Context: an optimization exercise on an open-source flow, tuned for small area, a short achievable clock period and few clock cycles. The choices shown serve that exercise and are no tape-out recipe.
RTL that was checked went through simulation tests only; none was proved equivalent to the original.
No functional check of the RTL was part of run 2.

==> flow/design.v, too long to show whole: its modules and the start of the top module <==
// module seq_multi: 912 lines
module seq_multi #(
    parameter WIDTH = 32
)
(
    input wire logic clk,
    input wire logic rst,
    input wire logic start,
    input wire logic [WIDTH - 1:0] multiplier,
    input wire logic [WIDTH - 1:0] multiplicand,
    output logic busy,
    output logic [(WIDTH * 2) - 1:0] product
);
  // ...
==> flow/flow/run.sh <==
#!/bin/bash
# The standard layout, with the port buffers made of buf_4 cells instead of the
# delay-buffer cells buffer_ports picks by default.
set -euo pipefail
export BUFFER_PORTS_ARGS="-buffer_cell sky130_fd_sc_hd__buf_4"
bash standard.sh finish > standard.log 2>&1
==> flow/standard.sh <==
#!/bin/bash
# synth_recipe.tcl (not shown) runs the flow's synth.tcl, then flattens the netlist and writes it again
# the make line also repeats each setting of config.mk as NAME=value (left out here)
make -C /OpenROAD-flow-scripts/flow DESIGN_CONFIG=/design/flow/config.mk WORK_HOME=/design/flow/orfs CLKGATE_MAP_FILE= SYNTH_SCRIPT=/design/flow/synth_recipe.tcl "${@:-finish}"
==> flow/config.mk <==
export PLATFORM = sky130hd
export DESIGN_NAME = seq_multi
export DESIGN_NICKNAME = seq_multi
export VERILOG_FILES = /design/flow/design.v
export SDC_FILE = /design/flow/constraint.sdc
export NUM_CORES = 4
export LEC_CHECK = 0
export CAP_MARGIN = 20
export CORE_MARGIN = 2
export CORE_UTILIZATION = 50
export SETUP_SLACK_MARGIN = 0.5
export SLEW_MARGIN = 20
==> flow/constraint.sdc <==
create_clock -name core_clock -period 5.0 [get_ports {clk}]
set_input_delay 1.0000 -clock core_clock [delete_from_list [all_inputs] [get_ports {clk}]]
set_output_delay 1.0000 -clock core_clock [all_outputs]
set_load 0.01 [all_outputs]
==> results.sh, run 1 <==
export IMPL_status="timing/DRC/antenna clean"
export IMPL_die_w_um=218
export IMPL_overflow=0
export IMPL_min_period_ns=4.44
export IMPL_largestRegisters="c (64), s (64), m (32)"
export IMPL_crit_path_end="product[51]"
export IMPL_cts_root_buf="clkbuf_16"
export IMPL_first_global_vias=20600
export IMPL_worst_pin_slew_ns=0.929
export IMPL_wl_met2_um=38500
export IMPL_cp_required_ns=4.00
export IMPL_maxSlewHeadroom=0.381
export IMPL_n_all_inverters=341
export IMPL_synth_async_reset_ratio=0
export IMPL_synth_compound_area_frac=0.200
export IMPL_buffers=322
export IMPL_min_path_type="reg -> reg"
export IMPL_synthSimpleGateAreaFrac=0.0915
export IMPL_hold_slack_ns=0.413
export IMPL_dpl_hpwl_um=73300
export IMPL_period_share=0.888
export IMPL_crit_buf_inv=1
export IMPL_synth_top_family_by_area="adder cells"
export IMPL_drv_slew=0
export IMPL_cts_tree="built"
export IMPL_crit_chain="ha_2, and3_1, and3_1, and4_1, or3_1, a21oi_2, o31a_2, o21ai_0, xor2_1, buf_4"
export IMPL_drive_gt1_frac=0.165
export IMPL_nClkBuffers=17
export IMPL_cp_end_kind="primary output"
Testbench counts, summed over its fixed seeds: cycles 1,024.
==> inputs of run 2 (changes only) <==
--- a/flow/design.v
+++ b/flow/design.v
@@ -11,64 +11,68 @@
     output logic [(WIDTH * 2) - 1:0] product
 );
     logic [63:0] s, c;         
     logic [31:0] m;            
     logic [31:17] q;           
     logic n8;                  
     logic bm, bq, bx, bd;
     wire accept = start & ~busy;
+    wire pa_m = start & ~bm;
+    wire pa_q = start & ~bq;
+    wire pa_x = start & ~bx;
+    wire pa_d = start & ~bd;
     assign product = {s[63:16] + c[63:16], s[15:0]};
-    wire [31:0] ms = bm ? m : multiplicand;
+    wire [31:0] ms = pa_m ? multiplicand : m;
     wire [32:0] qa = {multiplier, 1'b0};     
-    wire ng0 = ~bq & (qa[2]);
-    wire on0 = ~bq & (qa[1] ^ qa[0]);
-    wire tw0 = ~bq & ((qa[2] & ~qa[1] & ~qa[0]) | (~qa[2] & qa[1] & qa[0]));
-    wire ng1 = bq ? (q[19]) : (qa[4]);
-    wire on1 = bq ? (q[18] ^ q[17]) : (qa[3] ^ qa[2]);
-    wire tw1 = bq ? ((q[19] & ~q[18] & ~q[17]) | (~q[19] & q[18] & q[17])) : ((qa[4] & ~qa[3] & ~qa[2]) | (~qa[4] & qa[3] & qa[2]));
-    wire ng2 = bq ? (q[21]) : (qa[6]);
-    wire on2 = bq ? (q[20] ^ q[19]) : (qa[5] ^ qa[4]);
-    wire tw2 = bq ? ((q[21] & ~q[20] & ~q[19]) | (~q[21] & q[20] & q[19])) : ((qa[6] & ~qa[5] & ~qa[4]) | (~qa[6] & qa[5] & qa[4]));
-    wire ng3 = bq ? (q[23]) : (qa[8]);
-    wire on3 = bq ? (q[22] ^ q[21]) : (qa[7] ^ qa[6]);
-    wire tw3 = bq ? ((q[23] & ~q[22] & ~q[21]) | (~q[23] & q[22] & q[21])) : ((qa[8] & ~qa[7] & ~qa[6]) | (~qa[8] & qa[7] & qa[6]));
-    wire ng4 = bq ? (q[25]) : (qa[10]);
-    wire on4 = bq ? (q[24] ^ q[23]) : (qa[9] ^ qa[8]);
-    wire tw4 = bq ? ((q[25] & ~q[24] & ~q[23]) | (~q[25] & q[24] & q[23])) : ((qa[10] & ~qa[9] & ~qa[8]) | (~qa[10] & qa[9] & qa[8]));
-    wire ng5 = bq ? (q[27]) : (qa[12]);
-    wire on5 = bq ? (q[26] ^ q[25]) : (qa[11] ^ qa[10]);
-    wire tw5 = bq ? ((q[27] & ~q[26] & ~q[25]) | (~q[27] & q[26] & q[25])) : ((qa[12] & ~qa[11] & ~qa[10]) | (~qa[12] & qa[11] & qa[10]));
-    wire ng6 = bq ? (q[29]) : (qa[14]);
-    wire on6 = bq ? (q[28] ^ q[27]) : (qa[13] ^ qa[12]);
-    wire tw6 = bq ? ((q[29] & ~q[28] & ~q[27]) | (~q[29] & q[28] & q[27])) : ((qa[14] & ~qa[13] & ~qa[12]) | (~qa[14] & qa[13] & qa[12]));
-    wire ng7 = bq ? (q[31]) : (qa[16]);
-    wire on7 = bq ? (q[30] ^ q[29]) : (qa[15] ^ qa[14]);
-    wire tw7 = bq ? ((q[31] & ~q[30] & ~q[29]) | (~q[31] & q[30] & q[29])) : ((qa[16] & ~qa[15] & ~qa[14]) | (~qa[16] & qa[15] & qa[14]));
-    wire ng8 = ~bq & (qa[18]);
-    wire on8 = ~bq & (qa[17] ^ qa[16]);
-    wire tw8 = ~bq & ((qa[18] & ~qa[17] & ~qa[16]) | (~qa[18] & qa[17] & qa[16]));
+    wire ng0 = pa_q & (qa[2]);
+    wire on0 = pa_q & (qa[1] ^ qa[0]);
+    wire tw0 = pa_q & ((qa[2] & ~qa[1] & ~qa[0]) | (~qa[2] & qa[1] & qa[0]));
+    wire ng1 = pa_q ? (qa[4]) : (q[19]);
+    wire on1 = pa_q ? (qa[3] ^ qa[2]) : (q[18] ^ q[17]);
+    wire tw1 = pa_q ? ((qa[4] & ~qa[3] & ~qa[2]) | (~qa[4] & qa[3] & qa[2])) : ((q[19] & ~q[18] & ~q[17]) | (~q[19] & q[18] & q[17]));
+    wire ng2 = pa_q ? (qa[6]) : (q[21]);
+    wire on2 = pa_q ? (qa[5] ^ qa[4]) : (q[20] ^ q[19]);
+    wire tw2 = pa_q ? ((qa[6] & ~qa[5] & ~qa[4]) | (~qa[6] & qa[5] & qa[4])) : ((q[21] & ~q[20] & ~q[19]) | (~q[21] & q[20] & q[19]));
+    wire ng3 = pa_q ? (qa[8]) : (q[23]);
+    wire on3 = pa_q ? (qa[7] ^ qa[6]) : (q[22] ^ q[21]);
+    wire tw3 = pa_q ? ((qa[8] & ~qa[7] & ~qa[6]) | (~qa[8] & qa[7] & qa[6])) : ((q[23] & ~q[22] & ~q[21]) | (~q[23] & q[22] & q[21]));
+    wire ng4 = pa_q ? (qa[10]) : (q[25]);
+    wire on4 = pa_q ? (qa[9] ^ qa[8]) : (q[24] ^ q[23]);
+    wire tw4 = pa_q ? ((qa[10] & ~qa[9] & ~qa[8]) | (~qa[10] & qa[9] & qa[8])) : ((q[25] & ~q[24] & ~q[23]) | (~q[25] & q[24] & q[23]));
+    wire ng5 = pa_q ? (qa[12]) : (q[27]);
+    wire on5 = pa_q ? (qa[11] ^ qa[10]) : (q[26] ^ q[25]);
+    wire tw5 = pa_q ? ((qa[12] & ~qa[11] & ~qa[10]) | (~qa[12] & qa[11] & qa[10])) : ((q[27] & ~q[26] & ~q[25]) | (~q[27] & q[26] & q[25]));
+    wire ng6 = pa_q ? (qa[14]) : (q[29]);
+    wire on6 = pa_q ? (qa[13] ^ qa[12]) : (q[28] ^ q[27]);
+    wire tw6 = pa_q ? ((qa[14] & ~qa[13] & ~qa[12]) | (~qa[14] & qa[13] & qa[12])) : ((q[29] & ~q[28] & ~q[27]) | (~q[29] & q[28] & q[27]));
+    wire ng7 = pa_q ? (qa[16]) : (q[31]);
+    wire on7 = pa_q ? (qa[15] ^ qa[14]) : (q[30] ^ q[29]);
+    wire tw7 = pa_q ? ((qa[16] & ~qa[15] & ~qa[14]) | (~qa[16] & qa[15] & qa[14])) : ((q[31] & ~q[30] & ~q[29]) | (~q[31] & q[30] & q[29]));
+    wire ng8 = pa_q & (qa[18]);
+    wire on8 = pa_q & (qa[17] ^ qa[16]);
+    wire tw8 = pa_q & ((qa[18] & ~qa[17] & ~qa[16]) | (~qa[18] & qa[17] & qa[16]));
     wire [8:0] ng = {ng8, ng7, ng6, ng5, ng4, ng3, ng2, ng1, ng0};
     wire [8:0] on = {on8, on7, on6, on5, on4, on3, on2, on1, on0};
     wire [8:0] tw = {tw8, tw7, tw6, tw5, tw4, tw3, tw2, tw1, tw0};
     wire [33:0] ms2 = {1'b0, ms, 1'b0};    
     wire [32:0] pp0 = (({33{on[0]}} & ms2[33:1]) | ({33{tw[0]}} & ms2[32:0])) ^ {33{ng[0]}};
     wire [32:0] pp1 = (({33{on[1]}} & ms2[33:1]) | ({33{tw[1]}} & ms2[32:0])) ^ {33{ng[1]}};
     wire [32:0] pp2 = (({33{on[2]}} & ms2[33:1]) | ({33{tw[2]}} & ms2[32:0])) ^ {33{ng[2]}};
     wire [32:0] pp3 = (({33{on[3]}} & ms2[33:1]) | ({33{tw[3]}} & ms2[32:0])) ^ {33{ng[3]}};
     wire [32:0] pp4 = (({33{on[4]}} & ms2[33:1]) | ({33{tw[4]}} & ms2[32:0])) ^ {33{ng[4]}};
     wire [32:0] pp5 = (({33{on[5]}} & ms2[33:1]) | ({33{tw[5]}} & ms2[32:0])) ^ {33{ng[5]}};
     wire [32:0] pp6 = (({33{on[6]}} & ms2[33:1]) | ({33{tw[6]}} & ms2[32:0])) ^ {33{ng[6]}};
     wire [32:0] pp7 = (({33{on[7]}} & ms2[33:1]) | ({33{tw[7]}} & ms2[32:0])) ^ {33{ng[7]}};
     wire [32:0] pp8 = (({33{on[8]}} & ms2[33:1]) | ({33{tw[8]}} & ms2[32:0])) ^ {33{ng[8]}};
     wire [47:0] corr = {q[31] ? m : 32'd0, 1'b0, q[31], 14'd0};
     wire [47:0] xr = s[63:16] ^ c[63:16] ^ corr;
     wire [48:0] yr = {(s[63:16] & c[63:16]) | (s[63:16] & corr) | (c[63:16] & corr), 1'b0};
-    wire [47:0] xb = {48{bx}} & xr;
-    wire [48:0] yb = {49{bx}} & yr;
+    wire [47:0] xb = {48{~pa_x}} & xr;
+    wire [48:0] yb = {49{~pa_x}} & yr;
     wire [16:0] lo = s[15:0] + c[15:0];
     wire cy = lo[16];
     wire hs0, hc0;
     wire hs1, hc1;
     wire hs2, hc2;
     wire hs3, hc3;
     wire fs0, fc0;
     wire hs4, hc4;
@@ -362,18 +366,18 @@
     assign hs6 = (pp5[2]) ^ (pp6[0]);
     assign hc6 = (pp5[2]) & (pp6[0]);
     assign fs4 = (yb[13]) ^ (pp1[11]) ^ (pp2[9]);
     assign fc4 = ((yb[13]) & (pp1[11])) | ((pp2[9]) & ((yb[13]) ^ (pp1[11])));
     assign fs5 = (pp3[7]) ^ (pp4[5]) ^ (pp5[3]);
     assign fc5 = ((pp3[7]) & (pp4[5])) | ((pp5[3]) & ((pp3[7]) ^ (pp4[5])));
     assign hs7 = (pp6[1]) ^ (pp0[13] | xb[13]);
     assign hc7 = (pp6[1]) & (pp0[13] | xb[13]);
-    assign fs6 = ((~bq & ng[7]) | yb[14]) ^ (pp1[12]) ^ (pp2[10]);
-    assign fc6 = (((~bq & ng[7]) | yb[14]) & (pp1[12])) | ((pp2[10]) & (((~bq & ng[7]) | yb[14]) ^ (pp1[12])));
+    assign fs6 = ((pa_q & ng[7]) | yb[14]) ^ (pp1[12]) ^ (pp2[10]);
+    assign fc6 = (((pa_q & ng[7]) | yb[14]) & (pp1[12])) | ((pp2[10]) & (((pa_q & ng[7]) | yb[14]) ^ (pp1[12])));
     assign fs7 = (pp3[8]) ^ (pp4[6]) ^ (pp5[4]);
     assign fc7 = ((pp3[8]) & (pp4[6])) | ((pp5[4]) & ((pp3[8]) ^ (pp4[6])));
     assign fs8 = (pp6[2]) ^ (pp7[0]) ^ (pp0[14] | xb[14]);
     assign fc8 = ((pp6[2]) & (pp7[0])) | ((pp0[14] | xb[14]) & ((pp6[2]) ^ (pp7[0])));
     assign fs9 = (yb[15]) ^ (pp1[13]) ^ (pp2[11]);
     assign fc9 = ((yb[15]) & (pp1[13])) | ((pp2[11]) & ((yb[15]) ^ (pp1[13])));
     assign fs10 = (pp3[9]) ^ (pp4[7]) ^ (pp5[5]);
     assign fc10 = ((pp3[9]) & (pp4[7])) | ((pp5[5]) & ((pp3[9]) ^ (pp4[7])));
@@ -688,18 +692,18 @@
     assign fs158 = (1'b1) ^ (xb[44]) ^ (pp6[32]);
     assign fc158 = ((1'b1) & (xb[44])) | ((pp6[32]) & ((1'b1) ^ (xb[44])));
     assign hs15 = (pp7[30]) ^ (pp8[28] | yb[44]);
     assign hc15 = (pp7[30]) & (pp8[28] | yb[44]);
     assign fs159 = (xb[45]) ^ (~ng[6]) ^ (pp7[31]);
     assign fc159 = ((xb[45]) & (~ng[6])) | ((pp7[31]) & ((xb[45]) ^ (~ng[6])));
     assign hs16 = (1'b1) ^ (xb[46]);
     assign hc16 = (1'b1) & (xb[46]);
-    assign hs17 = ((bx & n8)) ^ (ng[0]);
-    assign hc17 = ((bx & n8)) & (ng[0]);
+    assign hs17 = (n8) ^ (ng[0]);
+    assign hc17 = (n8) & (ng[0]);
     assign hs18 = (yb[2]) ^ (ng[1]);
     assign hc18 = (yb[2]) & (ng[1]);
     assign hs19 = (yb[3]) ^ (pp1[1]);
     assign hc19 = (yb[3]) & (pp1[1]);
     assign fs160 = (hs11) ^ (pp1[2]) ^ (pp2[0]);
     assign fc160 = ((hs11) & (pp1[2])) | ((pp2[0]) & ((hs11) ^ (pp1[2])));
     assign fs161 = (hc11) ^ (pp2[1]) ^ (pp0[5] | xb[5]);
     assign fc161 = ((hc11) & (pp2[1])) | ((pp0[5] | xb[5]) & ((hc11) ^ (pp2[1])));
@@ -782,18 +786,18 @@
     assign fs200 = (fc156) ^ (hs15) ^ (fs158);
     assign fc200 = ((fc156) & (hs15)) | ((fs158) & ((fc156) ^ (hs15)));
     assign fs201 = (pp8[29] | yb[45]) ^ (hc15) ^ (fc158);
     assign fc201 = ((pp8[29] | yb[45]) & (hc15)) | ((fc158) & ((pp8[29] | yb[45]) ^ (hc15)));
     assign fs202 = (hs16) ^ (pp7[32]) ^ (pp8[30] | yb[46]);
     assign fc202 = ((hs16) & (pp7[32])) | ((pp8[30] | yb[46]) & ((hs16) ^ (pp7[32])));
     assign fs203 = (xb[47]) ^ (hc16) ^ (~ng[7]);
     assign fc203 = ((xb[47]) & (hc16)) | ((~ng[7]) & ((xb[47]) ^ (hc16)));
-    assign hs20 = ((bx & cy)) ^ (hs17);
-    assign hc20 = ((bx & cy)) & (hs17);
+    assign hs20 = ((~pa_x & cy)) ^ (hs17);
+    assign hc20 = ((~pa_x & cy)) & (hs17);
     assign fs204 = (yb[1]) ^ (hc17) ^ (pp0[1] | xb[1]);
     assign fc204 = ((yb[1]) & (hc17)) | ((pp0[1] | xb[1]) & ((yb[1]) ^ (hc17)));
     assign fs205 = (hs18) ^ (pp1[0]) ^ (pp0[2] | xb[2]);
     assign fc205 = ((hs18) & (pp1[0])) | ((pp0[2] | xb[2]) & ((hs18) ^ (pp1[0])));
     assign fs206 = (hc18) ^ (pp0[3] | xb[3]) ^ (hs19);
     assign fc206 = ((hc18) & (pp0[3] | xb[3])) | ((hs19) & ((hc18) ^ (pp0[3] | xb[3])));
     assign fs207 = (pp0[4] | xb[4]) ^ (hc19) ^ (fs160);
     assign fc207 = ((pp0[4] | xb[4]) & (hc19)) | ((fs160) & ((pp0[4] | xb[4]) ^ (hc19)));
@@ -888,25 +892,21 @@
     wire [63:0] ts = {1'b1, 1'b1, 1'b1, 1'b1, 1'b1, 1'b1, 1'b1, 1'b1, 1'b1, 1'b1, 1'b1, 1'b1, 1'b1, 1'b1, ~ng[8], fs251, fs250, fc248, fs248, fs247, fs246, fc244, fc243, fc242, fc241, fc240, fc239, fc238, fc237, fc236, fc235, fc234, fc233, fc232, fc231, fc230, fc229, fc228, fc227, fc226, fc225, fc224, fc223, fc222, fc221, fc220, fc219, fc218, fc217, fc216, fc215, fc214, fc213, fc212, fc211, fc210, fc209, fc208, fc207, fc206, fc205, fc204, hc20, pp0[0] | xb[0]};
     wire [63:0] tc = {1'b0, 1'b0, 1'b0, 1'b0, 1'b0, 1'b0, 1'b0, 1'b0, 1'b0, 1'b0, 1'b0, 1'b0, 1'b0, 1'b0, fc251, fc250, fc249, fs249, fc247, fc246, fc245, fs245, fs244, fs243, fs242, fs241, fs240, fs239, fs238, fs237, fs236, fs235, fs234, fs233, fs232, fs231, fs230, fs229, fs228, fs227, fs226, fs225, fs224, fs223, fs222, fs221, fs220, fs219, fs218, fs217, fs216, fs215, fs214, fs213, fs212, fs211, fs210, fs209, fs208, fs207, fs206, fs205, fs204, hs20};
     always_ff @(posedge clk) begin
         busy <= ~rst & accept;
         bm <= ~rst & start & ~bm;
         bq <= ~rst & start & ~bq;
         bx <= ~rst & start & ~bx;
         bd <= ~rst & start & ~bd;
-        if (~bm) begin
+        if (~bm)
             m <= multiplicand;
-            q <= multiplier[31:17];
-            n8 <= multiplier[17];
-        end
-        if (start & ~bd) begin
+        q <= accept ? multiplier[31:17] : 15'd0;
+        n8 <= accept & multiplier[17];
+        if (pa_d) begin
             s <= ts;
             c <= tc;
-        end else if (bd) begin
+        end else begin
             s <= {ts[47:0], lo[15:0]};
             c <= {tc[47:0], 16'd0};
-        end else begin
-            s[63:16] <= product[63:16];
-            c <= 64'd0;
         end
     end
 endmodule
==> flow/config.mk (replaced) <==
export PLATFORM = sky130hd
export DESIGN_NAME = seq_multi
export DESIGN_NICKNAME = seq_multi
export VERILOG_FILES = /design/flow/design.v
export SDC_FILE = /design/flow/constraint.sdc
export NUM_CORES = 4
export LEC_CHECK = 0
export CAP_MARGIN = 20
export CORE_MARGIN = 2
export CORE_UTILIZATION = 40
export SETUP_SLACK_MARGIN = 0.5
export SLEW_MARGIN = 20
==> results.sh, run 2 <==
export IMPL_status="timing/DRC/antenna clean"
export IMPL_grt_first_pass_wirelength_um=132000
export IMPL_rr_worst_depth=12
export IMPL_yosys_area_top_type="fa_1"
export IMPL_cp_end_kind="flop"
export IMPL_min_period_ns=4.57
export IMPL_timing_rr_end="c[34]"
export IMPL_synth_commonest_cells="inv_1 (332), nand2_1 (297), fa_1 (283)"
export IMPL_rsz0062_at_grt="true"
export IMPL_clockBufferDepth=2
export IMPL_cts_root_buf="clkbuf_16"
export IMPL_multi_input_area_mm2=0.0177
export IMPL_final_common_cell="inv_1"
export IMPL_crit_path_max_fanout=8
export IMPL_crit_path_start_kind="input port"
export IMPL_syn_inst=2659
export IMPL_num_vias=20600
export IMPL_clock_latency_ns=0.52
export IMPL_die_w_um=243
export IMPL_hold_viol=0
export IMPL_yosysMostFrequentCell="inv_1"
export IMPL_rows=87
export IMPL_die_area_mm2=0.0592
export IMPL_core_mm2=0.0565
export IMPL_die_y_um=243
export IMPL_first_global_vias=20100
export IMPL_setup_violations=0
export IMPL_clk_pin_slew_ns=0.08
export IMPL_synth_area_top_cells="fa_1 (25%), dfxtp_1 (13%), xnor2_1 (11%)"
export IMPL_crit_path_start="start"
export IMPL_fmax_mhz=219
export IMPL_first_pass_iters=6
export IMPL_cap_violations=0
export IMPL_finalSetupTns_ns=0
export IMPL_buffer_ports_inserted=131
export IMPL_rr_startpoint="q[31]"
export IMPL_area_growth_pct=24.2
export IMPL_synth_nets=3095
export IMPL_ff_latch_area_mm2=0.00394
export IMPL_via_per_inst=5.66
export IMPL_yosys_warnings=1
export IMPL_fillers=5321
export IMPL_yosysSeqAreaShare=0.172
export IMPL_drc_errors=0
export IMPL_ys_flop_type="dfxtp_1"
export IMPL_largestRegisters="c (64), s (64), m (32)"
export IMPL_min_path_type="reg -> reg"
export IMPL_fin_nets=3301
export IMPL_cts_buffers_inserted=17
export IMPL_drive_gt1_frac=0.236
export IMPL_ant_nets=0
export IMPL_synth_seq_cells=181
export IMPL_criticalPathCategory="in -> reg"
export IMPL_drtIter0Drc=2031
export IMPL_rrSetupSlack_ns=0.64
export IMPL_htree_levels=4
export IMPL_num_antenna_cells=0
export IMPL_synth_async_reset_ratio=0
export IMPL_cts_sinks=181
export IMPL_crit_path_end="c[32]"
export IMPL_skew_ns=0.0269
export IMPL_cp_arrival_ns=5.02
export IMPL_dpl_hpwl_um=70000
export IMPL_maxSlewHeadroom=0.357
export IMPL_grtUsageTotal=0.301
export IMPL_cp_required_ns=5.45
export IMPL_ys_types=81
export IMPL_netlist_area_mm2=0.0229
export IMPL_worst_pin_slew_ns=0.964
export IMPL_period_share=0.915
export IMPL_antenna_found_initial=0
export IMPL_place_congestion=0.968
export IMPL_drv_slew=0
export IMPL_grt_max_degree=80
export IMPL_start_util=0.406
export IMPL_synth_area_per_cell_um2=8.62
export IMPL_cts_tree="built"
export IMPL_wl_per_cell_um=24.6
export IMPL_overflow=0
export IMPL_synth_edff_count=32
export IMPL_wirelength_um=89500
export IMPL_ioPinCount=132
export IMPL_synth_top_area_frac=0.247
export IMPL_final_cell_mix="inv_1 (319), buf_4 (294), nand2_1 (278), xnor2_1 (272), o22ai_1 (251)"
-- run 2: cell types whose count changed after synthesis, moves of 19 or more --
cell / delta
nand2b_1: +20
mux2_2: +30
clkbuf_1: -55
buf_2: +52
and2_1: +32
a22oi_1: -32
nand2_1: +113
o21ai_0: -57
buf_1: -19
-- run 2: per-stage QoR --
stage                     area, um^2  hold slack, ns  utilization  worst slack, ns  instances
after floorplan                23700           0.451            -            0.458       2659
after global placement         26900           0.547        0.476           -0.148       3555
after detailed placement       26900           0.552        0.476           -0.176       3555
after CTS                      27600           0.571        0.488            0.456       3596
after global routing           28500           0.629        0.504            0.352       3634
final                          28500           0.568        0.504            0.427       3634
-- run 2: logic make-up after synthesis --
logic type	count (synthesis)	share of synthesized area
fa+ha+maj	369	0.294
simple gates	588	0.117
xor+xnor	337	0.129
buf+inv	543	0.0977
flops	181	0.172
compound gates	570	0.157
mux	71	0.0329
-- run 2: layer usage --
metal  vias up  routed length (um)  GRT usage
li1       9087                   -          -
met1     10200               39900      0.454
met2      1150               36500      0.415
met3       145               10100     0.0753
met4         0                2990      0.101
met5         -                   0          0
-- run 2: area by class of cell --
cell class / count / share of cell area
Multi-Input combinational cell: 1935 / 0.623
Sequential cell: 181 / 0.138
Timing Repair Buffer: 393 / 0.141
Clock inverter: 14 / 0.00483
Inverter: 337 / 0.0444
Tap cell: 756 / 0.0332
Clock buffer: 18 / 0.0151
-- run 2: timing repair --
action | CTS | global route
resized for setup | 14 | 149
setup buffers | 9 | 36
hold buffers | 0 | 0
setup endpoints to repair | 24 | 94
pin swaps | 5 | 87
gates cloned | 0 | 2
-- run 2: worst min-delay path by stage --
stage / from / end / cells after the start
6_report: c[0] / s[0] / 3
5_1_grt: c[0] / s[0] / 3
4_1_cts: c[0] / s[0] / 3
3_5_place_dp: c[0] / s[0] / 3
3_3_place_gp: c[0] / s[0] / 3
2_1_floorplan: bd / s[49] / 1
-- run 2: worst max-delay path, stage by stage --
cell and delay, ns:
buf_6 0.09, nor2b_4 0.15, buf_12 0.16, buf_12 0.14, buf_4 0.13, mux2i_4 0.23, buf_12 0.16, buf_6 0.11
o22ai_1 0.07, xnor2_1 0.29, fa_1 0.48, fa_1 0.59, inv_2 0.07, fa_1 0.50, inv_1 0.06, fa_2 0.60
nand2_2 0.08, nand2_2 0.08

## re-timing with driven ports
The flow's constraints put no driver on any port. The routed layouts listed below were extracted and timed again, unchanged, in two steps.
Step 1 sets driving cells, clkbuf_16 on the clock port and buf_2 on the other inputs (assumed; they add their load-dependent delay and slew).
Step 2 times the ports against the registers' clock, not the clock port: input delays grow and output delays shrink by t, the midpoint of the rising clock arrivals with the driver on.
Slacks: ideal / step 1 / step 2; pairs: ideal / step 1.
run | t (ns) | setup slack, ns | worst hold slack (ns) | worst slew at a driven data input, ns
run 1 | 0.557 | 0.561 / 0.499 / 0.090 | 0.413 / 0.413 / 0.413 | 0.07
run 2 | 0.575 | 0.427 / 0.453 / -0.122 | 0.568 / 0.568 / 0.568 | 0.06
Met with ideal ports but missed after step 2: setup timing in run 2. The setup slack of run 2, which loses most, moves by +0.026 ns with the drivers and by -0.549 ns with both steps.
